What follows belongs to an exercise in optimizing a design on an open flow for small area, a short achievable clock period and few clock cycles; a production flow would make more cautious choices. Function was checked by simulation only, so behaviour that the tests miss may differ from the original. Power figures rest on the tool's default switching activity, not on a simulated workload.

File: design/flow/run.sh
#!/bin/bash
# synth_recipe.tcl (not shown) runs the flow's synth.tcl, then flattens the netlist and writes it again
# the make line also repeats each setting of config.mk as NAME=value (left out here)
make -C /OpenROAD-flow-scripts/flow DESIGN_CONFIG=/design/flow/config.mk WORK_HOME=/design/flow/orfs CLKGATE_MAP_FILE= SYNTH_SCRIPT=/design/flow/synth_recipe.tcl finish
File: design/flow/config.mk
export PLATFORM = sky130hd
export DESIGN_NAME = queue_mac_controller
export DESIGN_NICKNAME = queue_mac_controller
export VERILOG_FILES = /design/flow/design.v
export SDC_FILE = /design/flow/constraint.sdc
export NUM_CORES = 4
export LEC_CHECK = 0
export CAP_MARGIN = 20
export CORE_MARGIN = 2
export CORE_UTILIZATION = 30
export SLEW_MARGIN = 20
File: design/flow/constraint.sdc
create_clock -name core_clock -period 9.0 [get_ports {clk}]
set_input_delay 1.8000 -clock core_clock [delete_from_list [all_inputs] [get_ports {clk}]]
set_output_delay 1.8000 -clock core_clock [all_outputs]
set_load 0.01 [all_outputs]
File: design/flow/design.v
`timescale 1ns / 1ps
module queue_mac_controller #(parameter data_size= 8, out_data_size= 24, img_address_size = 14, weight_address_size = 8,out_address_size = 17,img_size = 128) (
    input clk,
    input rst,
    input start,
    input [data_size-1:0] img_data,
    input [data_size-1:0] weight_data,
    output [img_address_size -1:0] img_address,
    output [weight_address_size-1:0] weight_address,
    output img_data_ena,
    output weight_data_ena,
    output reg done,
    output reg data_validity,
    output reg [out_address_size-1:0] out_address,
    output [out_data_size-1:0] out_data
    );
    reg        busy;       
    reg        wld;        
    reg [1:0]  q;          
    reg        iss;        
    reg [2:0]  ph;         
    reg [6:0]  c;          
    reg [6:0]  r;          
    reg [6:0]  ra;         
    reg [4:0]  waddr;
    reg        wena;
    wire last_ph = (ph == 3'd5);
    wire last_c  = (c == 7'd127);
    wire last_r  = (r == 7'd122);
    wire iss_end = last_ph & last_c & last_r;
    reg        busy_n, wld_n, iss_n;
    reg [1:0]  q_n;
    reg [2:0]  ph_n;
    reg [6:0]  c_n, r_n, ra_n;
    wire begin_img = start & (~busy | done);
    always @(*) begin
        busy_n = busy; wld_n = wld; iss_n = iss; q_n = q;
        ph_n = last_ph ? 3'd0 : ph + 3'd1;
        c_n = c; r_n = r; ra_n = ra;
        if (begin_img) begin
            busy_n = 1'b1; wld_n = 1'b1; iss_n = 1'b0; q_n = 2'd0; ph_n = 3'd0;
            c_n = 7'd0; r_n = 7'd0; ra_n = 7'd0;
        end else if (done) begin
            busy_n = 1'b0; wld_n = 1'b0; iss_n = 1'b0;
        end else if (busy) begin
            if (last_ph) q_n = q + 2'd1;
            if (wld && last_ph && q == 2'd3) begin
                wld_n = 1'b0;
                iss_n = 1'b1;
            end
            if (iss) begin
                if (iss_end) iss_n = 1'b0;
                if (last_ph) begin
                    c_n = c + 7'd1;
                    if (last_c) begin
                        r_n  = r + 7'd2;
                        ra_n = r + 7'd2;
                    end else
                        ra_n = r;
                end else
                    ra_n = ra + 7'd1;
            end
        end
    end
    reg [4:0] wbase;
    always @(*) begin
        case (ph_n)
            3'd2:    wbase = 5'd5;
            3'd3:    wbase = 5'd10;
            3'd4:    wbase = 5'd15;
            3'd5:    wbase = 5'd20;
            default: wbase = 5'd0;
        endcase
        waddr = wbase + (iss_n ? 5'd4 : {3'b000, ~q_n});
    end
    reg [4:0] waddr_q;
    always @(posedge clk) begin
        if (rst) begin
            busy <= 1'b0;
            wld  <= 1'b0;
            iss  <= 1'b0;
            wena <= 1'b0;
        end else begin
            busy <= busy_n;
            wld  <= wld_n;
            iss  <= iss_n;
            wena <= (wld_n | iss_n) & (ph_n != 3'd0);
        end
        q  <= q_n;
        ph <= ph_n;
        c  <= c_n;
        r  <= r_n;
        ra <= ra_n;
        waddr_q <= waddr;
    end
    assign img_address     = {ra, c};
    assign img_data_ena    = iss;
    assign weight_address  = {3'b000, waddr_q};
    assign weight_data_ena = wena;
    reg [2:0] f_zero, f_wld;             
    reg [3:0] f_first;                   
    reg [4:0] f_col;                     
    reg [5:0] f_last, f_cend;            
    reg       out_b;
    always @(posedge clk) begin
        if (rst) begin
            f_zero  <= 3'd0;
            f_wld   <= 3'd0;
            f_first <= 4'd0;
            f_col   <= 5'd0;
            f_last  <= 6'd0;
            f_cend  <= 6'd0;
            out_b   <= 1'b0;
            data_validity <= 1'b0;
            done    <= 1'b0;
        end else begin
            f_zero  <= {f_zero[1:0],  busy & (ph == 3'd0)};
            f_wld   <= {f_wld[1:0],   wld};
            f_first <= {f_first[2:0], iss & (ph == 3'd1)};
            f_col   <= {f_col[3:0],   iss & last_ph & (c >= 7'd4)};
            f_last  <= {f_last[4:0],  iss & iss_end};
            f_cend  <= {f_cend[4:0],  iss & last_ph & last_c};
            out_b   <= f_col[4];
            data_validity <= f_col[3] | f_col[4];
            done    <= f_last[4];
        end
    end
    reg [7:0] pix, pixd, wt;
    always @(posedge clk) begin
        pix  <= img_data;
        pixd <= pix;
        wt   <= f_zero[1] ? 8'd0 : weight_data;
    end
    reg [31:0] wr0, wr1, wr2, wr3, wr4, wr5;
    always @(posedge clk) begin
        wr0 <= wr1;
        wr1 <= wr2;
        wr2 <= wr3;
        wr3 <= wr4;
        wr4 <= wr5;
        wr5 <= f_wld[2] ? {wr0[23:0], wt} : wr0;
    end
    wire signed [7:0] w0 = wr0[7:0];
    wire signed [7:0] w1 = wr0[15:8];
    wire signed [7:0] w2 = wr0[23:16];
    wire signed [7:0] w3 = wr0[31:24];
    wire signed [7:0] w4 = wt;
    wire signed [8:0] pa = {1'b0, pixd};
    wire signed [8:0] pb = {1'b0, pix};
    reg signed [15:0] pa0, pa1, pa2, pa3, pa4, pb0, pb1, pb2, pb3, pb4;
    always @(posedge clk) begin
        pa0 <= pa * w0;  pb0 <= pb * w0;
        pa1 <= pa * w1;  pb1 <= pb * w1;
        pa2 <= pa * w2;  pb2 <= pb * w2;
        pa3 <= pa * w3;  pb3 <= pb * w3;
        pa4 <= pa * w4;  pb4 <= pb * w4;
    end
    reg signed [18:0] a0, b0;
    reg signed [19:0] a1, a2, b1, b2;
    reg signed [20:0] a3, a4, b3, b4;
    wire first = f_first[3];
    wire shift = f_col[4];       
    always @(posedge clk) begin
        a0 <= (first ? 19'sd0 : a0) + pa0;
        a1 <= (first ? a0 : a1) + pa1;
        a2 <= (first ? a1 : a2) + pa2;
        a3 <= (first ? a2 : a3) + pa3;
        a4 <= (shift ? b4 : first ? a3 : a4) + pa4;
        b0 <= (first ? 19'sd0 : b0) + pb0;
        b1 <= (first ? b0 : b1) + pb1;
        b2 <= (first ? b1 : b2) + pb2;
        b3 <= (first ? b2 : b3) + pb3;
        b4 <= (first ? b3 : b4) + pb4;
    end
    assign out_data = {{3{a4[20]}}, a4};
    always @(posedge clk) begin
        if (rst || !busy || begin_img) out_address <= 0;
        else if (data_validity) begin
            if (!out_b)                    out_address <= out_address + 17'd124;
            else if (f_cend[5])            out_address <= out_address + 17'd1;
            else                           out_address <= out_address - 17'd123;
        end
    end
endmodule
==> reports/qor_table.md <==
| Item | This run | Unit |
|---|---|---|
| Result of the run | complete, no violations | - |
| RD Place Congestion | 0.877 | - |
| Largest fanout of any net on the critical path | 13 | - |
| Number of max-capacitance violations reported | 0 | - |
| Core area | 163000 | µm² |
| Height of the die | 408 | µm |
| EDFF count, synth | 0 | - |
| Relative contribution of combinational cells to total power | 46.0 | % |
| Setup Viol. Count Final | 0 | - |
| Ratio of final minimum period to clock period | 57.1 | % |
| Initial DRT Pass Iterations | 5 | - |
| Number of global-route vias before repair | 35300 | - |
| Worst Hold Margin | 0.314 | ns |
| Fraction of final layout cells sized beyond drive strength 1 | 6.30 | % |
| WL/cell | 16.2 | µm |
| Clock skew | 0.0297 | ns |
| Critical Path End Type | flop | - |
| Later-pin clock latency in the skew report | 0.66 | ns |
| Data arrival, critical path | 5.68 | ns |
| Number of nets at the end of the flow | 6246 | - |
| Core Rows | 148 | - |
| Setup_tns | 0 | ns |
| CP Data Required Time | 9.53 | ns |
| Setup repair after global routing missed its margin | no | - |
| Die width | 408 | µm |
| Growth of design area from synthesis to finish | 11.3 | % |
| Port Buffer Count | 82 | - |
| Post-detailed-placement half-perimeter wirelength | 92.8 | mm |
| Pin count of the biggest net entering global routing | 56 | - |
| Maximum vdd drop | 0.151 | mV |
| Via total after detailed routing | 35000 | - |
| Switching portion of total power | 39.0 | % |
| Clock root buffer master | sky130_fd_sc_hd__clkbuf_16 | - |
| Total routing usage reported by global routing | 14.6 | % |
| Portion of the post-synthesis area used by sequential elements | 26.8 | % |
| Final-report max-slew violation count | 0 | - |
| Number of buffers on the longest clock path | 3 | - |
| Initial DRC count | 1877 | - |
| Power density over the cells | 249 | nW/µm² |
| Gate count of the mapped netlist | 5224 | - |
| P_sw | 5.30 | mW |
| Boundary pin count | 86 | - |
| Hold bufs inserted after CTS | 0 | - |
| Final setup slack of the worst path | 3.86 | ns |
| First-pass GRT wire length | 194 | mm |
| HP Class | reg2reg | - |
| Sink count of the clock tree | 657 | - |
| Seq pwr share | 31.0 | % |
| Via density per instance | 4.69 | - |
| Overall die area | 167000 | µm² |
| Clock power frac | 23.0 | % |
| Worst setup timing slack at the placement stage | 3.81 | ns |
| Max Fclk | 195 | MHz |
| Remaining design rule violation count | 0 | - |
| Post-CTS Setup Inserts | 0 | - |
| Total length of routed wires | 121 | mm |
| Clock buffers created by TritonCTS | 74 | - |
| Overflow left after global routing | 0 | - |
| Clock input transition at the sequential cells of the worst setup and hold paths | 0.06 | ns |
| Starting Density | 30.1 | % |
| Clock tree from TritonCTS | built | - |
| Synthesis-stage register bit count | 657 | - |
| Residual antenna-violating net count after detailed routing | 0 | - |
| Slew Limit Headroom | 24.4 | % |
| Type of the worst setup path | reg2reg | - |
| Leak Pwr | 25.2 | nW |
| Mean cell area of the mapped netlist | 9.38 | µm² |
| Number of H-tree levels | 3 | - |
| Primary flip-flop cell chosen by synthesis mapping | sky130_fd_sc_hd__dfxtp_1 | - |
| Worst-margin pin slew | 1.13 | ns |
| Final hold violation count | 0 | - |
| Quantity of gates resized following cts | 0 | - |
| Number of unique standard cell types used by synthesis | 77 | - |
| Time the final worst path needs with I/O delays and setup | 5.14 | ns |
| Synth async-reset ratio | 0 | % |
| Category of the worst setup path launch point | flop | - |
| Cell area after technology mapping | 49000 | µm² |
| Cell Int Power | 8.31 | mW |
| Antenna violations before repair | 14 | - |
| Ys Warns | 1 | - |
## per-stage QoR
stage	cells	area, µm²	power [mW]	util, %
detailed placement	7332	52100	10.5	32.0
global route	7464	54600	14.7	33.6
CTS	7463	54600	13.7	33.6
floorplan	5226	49000	8.74	-
global placement	7332	52100	10.4	32.0
finish	7464	54600	13.6	33.6
## placed cells by master (no fill, tap or decap), types with 61 or more instances in the layout
cell	synthesis	routed
sky130_fd_sc_hd__a21o_1	78	78
sky130_fd_sc_hd__a21oi_1	212	212
sky130_fd_sc_hd__and2_1	423	423
sky130_fd_sc_hd__clkbuf_16	0	75
sky130_fd_sc_hd__clkdlybuf4s50_1	0	82
sky130_fd_sc_hd__dfxtp_1	657	656
sky130_fd_sc_hd__fa_1	381	381
sky130_fd_sc_hd__ha_1	613	613
sky130_fd_sc_hd__inv_1	657	657
sky130_fd_sc_hd__mux2_2	160	160
sky130_fd_sc_hd__nand2_1	315	315
sky130_fd_sc_hd__nand2b_1	82	82
sky130_fd_sc_hd__nor2_1	274	274
sky130_fd_sc_hd__nor2b_1	112	112
sky130_fd_sc_hd__nor3_1	61	61
sky130_fd_sc_hd__o21ai_0	165	165
sky130_fd_sc_hd__xnor2_1	215	215
sky130_fd_sc_hd__xor2_1	88	88
## Yosys cell counts (18+ instances only)
master / number / area share, %
sky130_fd_sc_hd__and3_1: 36 / 0.46
sky130_fd_sc_hd__and2_1: 423 / 5.4
sky130_fd_sc_hd__nand3_1: 50 / 0.51
sky130_fd_sc_hd__o21a_1: 51 / 0.78
sky130_fd_sc_hd__a21oi_1: 212 / 2.2
sky130_fd_sc_hd__nor2b_1: 112 / 1.4
sky130_fd_sc_hd__a21o_1: 78 / 1.2
sky130_fd_sc_hd__mux2i_1: 39 / 0.80
sky130_fd_sc_hd__ha_1: 613 / 16
sky130_fd_sc_hd__nand2_1: 315 / 2.4
sky130_fd_sc_hd__a31oi_1: 26 / 0.33
sky130_fd_sc_hd__nand4_1: 29 / 0.37
sky130_fd_sc_hd__a211oi_1: 24 / 0.37
sky130_fd_sc_hd__xnor2_1: 215 / 3.8
sky130_fd_sc_hd__or3_1: 18 / 0.23
sky130_fd_sc_hd__mux2_2: 160 / 3.7
sky130_fd_sc_hd__clkbuf_1: 160 / 1.2
sky130_fd_sc_hd__nor2_1: 274 / 2.1
sky130_fd_sc_hd__nand2b_1: 82 / 1.0
sky130_fd_sc_hd__o21ai_0: 165 / 1.7
sky130_fd_sc_hd__fa_1: 381 / 16
sky130_fd_sc_hd__xor2_1: 88 / 1.6
sky130_fd_sc_hd__o211ai_1: 32 / 0.49
sky130_fd_sc_hd__dfxtp_1: 657 / 27
sky130_fd_sc_hd__inv_1: 657 / 5.0
sky130_fd_sc_hd__nor3_1: 61 / 0.62
## sequential cells by signal (all words and copies together) (netlist names), 21 cells and up
register and flops:
wr2 32, wr1 32, wr5 32, a3 21, wr3 32, wr4 32
b4 21, b3 21, a4 21, wr0 32
## final timing paths
check / start / to / slack (ns) / depth (start not counted)
setup reg to reg: wr0[15]$_DFF_P_ / pb1[15]$_DFF_P_ / 3.86 / 15
hold / removal: wr1[8]$_DFF_P_ / wr0[8]$_DFF_P_ / 0.31 / 0
setup / recovery: wr0[15]$_DFF_P_ / pb1[15]$_DFF_P_ / 3.86 / 15
hold reg to reg: wr1[8]$_DFF_P_ / wr0[8]$_DFF_P_ / 0.31 / 0
## power groups by stage
| stage | clock network, mW | registers [mW] | logic (mW) |
|---|---|---|---|
| final | 3.13 | 4.22 | 6.27 |
| after global routing | 3.32 | 4.28 | 7.07 |
| after CTS | 3.22 | 4.24 | 6.25 |
| after detailed placement | 0 | 4.30 | 6.20 |
| after global placement | 0 | 4.30 | 6.09 |
| after floorplan | 0 | 3.90 | 4.85 |
## cell families after synthesis
family,after synthesis,synth area share (%)
multiplexers,200,4.49
other,1,0.00765
buffers and inverters,836,6.46
AND/OR/NAND/NOR,1469,15.6
XOR/XNOR,303,5.41
AO/OA/AOI/OAI,764,9.98
adder cells (fa/ha/maj),994,31.2
flip-flops,657,26.8
## worst max-delay path, stage by stage (launching register included)
cell and delay, ns:
sky130_fd_sc_hd__dfxtp_1 0.65, sky130_fd_sc_hd__inv_1 0.44, sky130_fd_sc_hd__fa_1 0.55, sky130_fd_sc_hd__fa_1 0.55, sky130_fd_sc_hd__inv_1 0.06, sky130_fd_sc_hd__fa_1 0.54
sky130_fd_sc_hd__inv_1 0.05, sky130_fd_sc_hd__fa_1 0.47, sky130_fd_sc_hd__inv_1 0.04, sky130_fd_sc_hd__ha_1 0.32, sky130_fd_sc_hd__o21a_1 0.20, sky130_fd_sc_hd__nor2_1 0.12
sky130_fd_sc_hd__nor3_1 0.08, sky130_fd_sc_hd__a2111oi_0 0.63, sky130_fd_sc_hd__a21oi_1 0.17, sky130_fd_sc_hd__xnor2_1 0.17
## final cells by class
class                           count  area [µm²]
Fill cell                       16700      108000
Multi-Input combinational cell   3733       32700
Sequential cell                   657       13200
Tap cell                         2175        2720
Inverter                          658        2470
Clock buffer                       97        2080
Timing Repair Buffer              109        1020
Clock inverter                     34         400
Antenna cell                        1        2.50
## per-layer routing
metal | share of wire, % | global-route usage (%)
met5 | 0.0099 | 0
met1 | 48 | 19.9
met2 | 46 | 24.2
met3 | 3.6 | 1.41
met4 | 2.5 | 4.43
Testbench counts, summed over its fixed seeds: cycles 762,336.

-- what the ideal ports hide --
The results above use ideal ports. As a check the final layout listed here was re-extracted and re-timed, cells and wires unchanged. Step 1 assumes that a clkbuf_16 drives the clock port and a buf_2 every other input. Step 2 moves the port delays by t, midway between the first and last clock arrival at a register: inputs arrive t later, outputs are due t later. That takes back most of the time a late clock gives input paths. a / b / c = ideal / step 1 / step 2; a / b = the first two.
shift t [ns]: 0.722
slack for setup (ns): 3.859 / 3.859 / 3.859
worst register clock-pin slew, ns: 0.07 / 0.07
worst data-port slew with drivers (ns): 0.06
cell pins on the clock port's net: 1
After both steps setup and hold are still met in this run. For this run, drivers alone change the setup slack by 0.000 ns; drivers and shift together by 0.000 ns.
